Source: an optimization exercise on an open RTL-to-GDS flow (aim: small area and a short achievable clock period). Production flows keep margins and buffers that such runs may drop. In this exercise RTL edits were held to simulation tests only and were not proved equivalent to the original. Power figures rest on the tool's default switching activity, not on a simulated workload.

## lane 1
Design conv3x3_fp32, start of the top module:
module conv3x3_fp32(
    input         clk,
    input         resetn,
    input         valid_in,
    input  [31:0] data,
    input  [31:0] w1, w2, w3, w4, w5, w6, w7, w8, w9,
    output        valid_out,
    output [31:0] data_out
);
Settings: LEC_CHECK=0, CAP_MARGIN=30, CORE_MARGIN=2, CORE_UTILIZATION=55, CTS_CLUSTER_DIAMETER=80, CTS_CLUSTER_SIZE=35, SETUP_SLACK_MARGIN=4.4, SLEW_MARGIN=20; clock period 8.0 ns.
standard.sh (not shown) runs the stock make flow with config.mk's settings and CLKGATE_MAP_FILE= SYNTH_SCRIPT=/design/flow/synth_recipe.tcl, a recipe that flattens the netlist after the stock synthesis.
==> flow/flow/run.sh <==
#!/bin/bash
set -euo pipefail
export BUFFER_PORTS_ARGS="-buffer_cell sky130_fd_sc_hd__buf_4"
bash standard.sh > standard_flow.log 2>&1
Lane 1: PASS, flow complete, no timing, DRC or antenna violations
The following lists how lane 2 was set up differently from lane 1:
# lane 1
export LEC_CHECK = 0
export CAP_MARGIN = 30
export CORE_MARGIN = 2
export CORE_UTILIZATION = 55
export CTS_CLUSTER_DIAMETER = 80
export CTS_CLUSTER_SIZE = 35
export SETUP_SLACK_MARGIN = 4.4
export SLEW_MARGIN = 20
create_clock -name core_clock -period 8.0 [get_ports {clk}]
# lane 2
export LEC_CHECK = 0
export CAP_MARGIN = 5
export CORE_MARGIN = 2
export CORE_UTILIZATION = 55
export SETUP_SLACK_MARGIN = 4.4
export SLEW_MARGIN = 5
create_clock -name core_clock -period 8.0 [get_ports {clk}]
### Flow results
- [flow] lane 2 | stages: complete | final checks: fail | reason: max-capacitance violations, max-slew violations
- Compared with lane 1, lane 2 shows non-clock buffer count lower by 37.
- Final worst setup slack up 0.026 ns in lane 2 wrt lane 1
- Between lane 2 and lane 1, it is lane 2 whose power is higher, by about 5%.
- Lane 2 against lane 1: clock latency reported for the late side of the worst-skew pair went up 0.05 ns, layout overhead on the synthesized area picked up an extra 2.1 points.
> inputs changed (lane 2 -> lane 3)
# lane 2
export LEC_CHECK = 0
export CAP_MARGIN = 5
export CORE_MARGIN = 2
export CORE_UTILIZATION = 55
export SETUP_SLACK_MARGIN = 4.4
export SLEW_MARGIN = 5
create_clock -name core_clock -period 8.0 [get_ports {clk}]
# lane 3
export LEC_CHECK = 0
export CAP_MARGIN = 30
export CORE_MARGIN = 2
export CORE_UTILIZATION = 55
export CTS_CLUSTER_DIAMETER = 80
export CTS_CLUSTER_SIZE = 30
export SETUP_SLACK_MARGIN = 4.4
export SLEW_MARGIN = 20
create_clock -name core_clock -period 8.0 [get_ports {clk}]
--- outcome ---
- Lane 3 finished all stages; the layout is clean.
- Compared with lane 2, in lane 3 area added between synthesis and finish decreased by 2.3 points relative to the old numbers; clock buffer count in the final layout now sits lower.
- Setup slack: lane 3 less than lane 2
## Diff of input files: lane 4 against lane 3
# lane 3
export LEC_CHECK = 0
export CAP_MARGIN = 30
export CORE_MARGIN = 2
export CORE_UTILIZATION = 55
export CTS_CLUSTER_DIAMETER = 80
export CTS_CLUSTER_SIZE = 30
export SETUP_SLACK_MARGIN = 4.4
export SLEW_MARGIN = 20
create_clock -name core_clock -period 8.0 [get_ports {clk}]
# lane 4
export LEC_CHECK = 0
export ABC_AREA = 1
export CAP_MARGIN = 30
export CORE_MARGIN = 2
export CORE_UTILIZATION = 55
export SETUP_SLACK_MARGIN = 4.2
export SLEW_MARGIN = 20
create_clock -name core_clock -period 8.0 [get_ports {clk}]
==> comparison <==
Per the final summary, lane 4 finished and its layout is clean on timing, DRC and antenna.
Diff lane 4 and lane 3: part of the cycle the worst path needs higher in lane 4
Side by side, critical path depth turned out lower in lane 4 than in lane 3.
Power after layout up 3.6% in lane 4 wrt lane 3
Of lane 4 and lane 3, lane 4 shows the higher final layout net count, with lane 3 below it.
## Diff of input files: lane 5 against lane 4
# lane 4
export LEC_CHECK = 0
export ABC_AREA = 1
export CAP_MARGIN = 30
export CORE_MARGIN = 2
export CORE_UTILIZATION = 55
export SETUP_SLACK_MARGIN = 4.2
export SLEW_MARGIN = 20
create_clock -name core_clock -period 8.0 [get_ports {clk}]
# lane 5
export LEC_CHECK = 0
export CAP_MARGIN = 30
export CORE_MARGIN = 2
export CORE_UTILIZATION = 55
export PLACE_DENSITY = 0.72
export SETUP_SLACK_MARGIN = 4.2
export SLEW_MARGIN = 20
create_clock -name core_clock -period 8.0 [get_ports {clk}]
Results
Per the comparison of lane 5 with lane 4, height of the chip went up by about 0.9%; global placer's final weighted congestion now sits higher; core utilization moved down. Summary — sequential share of layout area, lane 5 relative to lane 4: higher, by 0.19 points. NOTE post-synthesis instance area lane 4->lane 5 increased slightly.

* * *

main:
conv3x3_fp32, a different RTL version from the one above (not shown whole).
Size in the first run: about 28000 cells after synthesis, ~360 I/O pins, about 0.31 sq mm of cells after synthesis.
==> flow/config.mk <==
export PLATFORM = sky130hd
export DESIGN_NAME = conv3x3_fp32
export DESIGN_NICKNAME = conv3x3_fp32
export VERILOG_FILES = /design/flow/design.v
export SDC_FILE = /design/flow/constraint.sdc
export NUM_CORES = 8
export LEC_CHECK = 0
export CAP_MARGIN = 30
export CORE_MARGIN = 2
export CORE_UTILIZATION = 55
export SETUP_SLACK_MARGIN = 4.6
export SLEW_MARGIN = 20
==> flow/constraint.sdc <==
create_clock -name core_clock -period 8.0 [get_ports {clk}]
set_input_delay 1.6000 -clock core_clock [delete_from_list [all_inputs] [get_ports {clk}]]
set_output_delay 1.6000 -clock core_clock [all_outputs]
set_load 0.01 [all_outputs]
run.sh (not shown) runs the stock make flow with config.mk's settings and CLKGATE_MAP_FILE= SYNTH_SCRIPT=/design/flow/synth_recipe.tcl, a recipe that flattens the netlist after the stock synthesis.
Stock flow here: none of the scripts above is used.
Setup changes, main to the feature branch
- setting CTS_BUF_LIST to sky130_fd_sc_hd__clkbuf_8 for the first time
- changing SETUP_SLACK_MARGIN from 4.6 to 4.2
Results
Wire length: the feature branch vs main down about 4.6%
Number of vias after detailed routing of the feature branch falls short of that of main slightly.
Per the comparison of the feature branch with main, worst hold slack fell by 0.012 ns, time the worst path needs with I/O delays and setup rose by 0.060 ns.
Diff main -> the feature branch | average vias per placed instance | down slightly

## static timing again, ports no longer ideal
Ports are ideal in the flow. The routed layouts listed here were re-timed in OpenROAD.
Step 1, drivers: a clkbuf_16 drives clk and a buf_2 each remaining input, both assumed.
Step 2 times the ports against the registers' clock, not the clock port: input delays grow and output delays shrink by t, the midpoint of the rising clock arrivals with the driver on.
a / b / c = ideal / step 1 / step 2; a / b = the first two.
run | t, ns | setup slack, ns | hold slack, ns
lane 1 | 1.087 | 4.399 / 4.328 / 3.240 | 0.295 / 0.295 / 0.295
lane 2 | 1.151 | 4.425 / 4.329 / 3.178 | 0.293 / 0.293 / 0.293
lane 3 | 1.091 | 4.386 / 4.350 / 3.258 | 0.294 / 0.294 / 0.294
lane 4 | 1.139 | 4.060 / 4.097 / 2.958 | 0.287 / 0.287 / 0.287
lane 5 | 1.141 | 4.276 / 4.276 / 3.307 | 0.314 / 0.314 / 0.314
main | 1.225 | 4.259 / 4.152 / 2.926 | 0.298 / 0.298 / 0.298
the feature branch | 1.457 | 4.199 / 4.145 / 2.688 | 0.287 / 0.287 / 0.287
For the feature branch, which loses most, drivers alone change the setup slack by -0.054 ns; drivers and shift together by -1.511 ns.
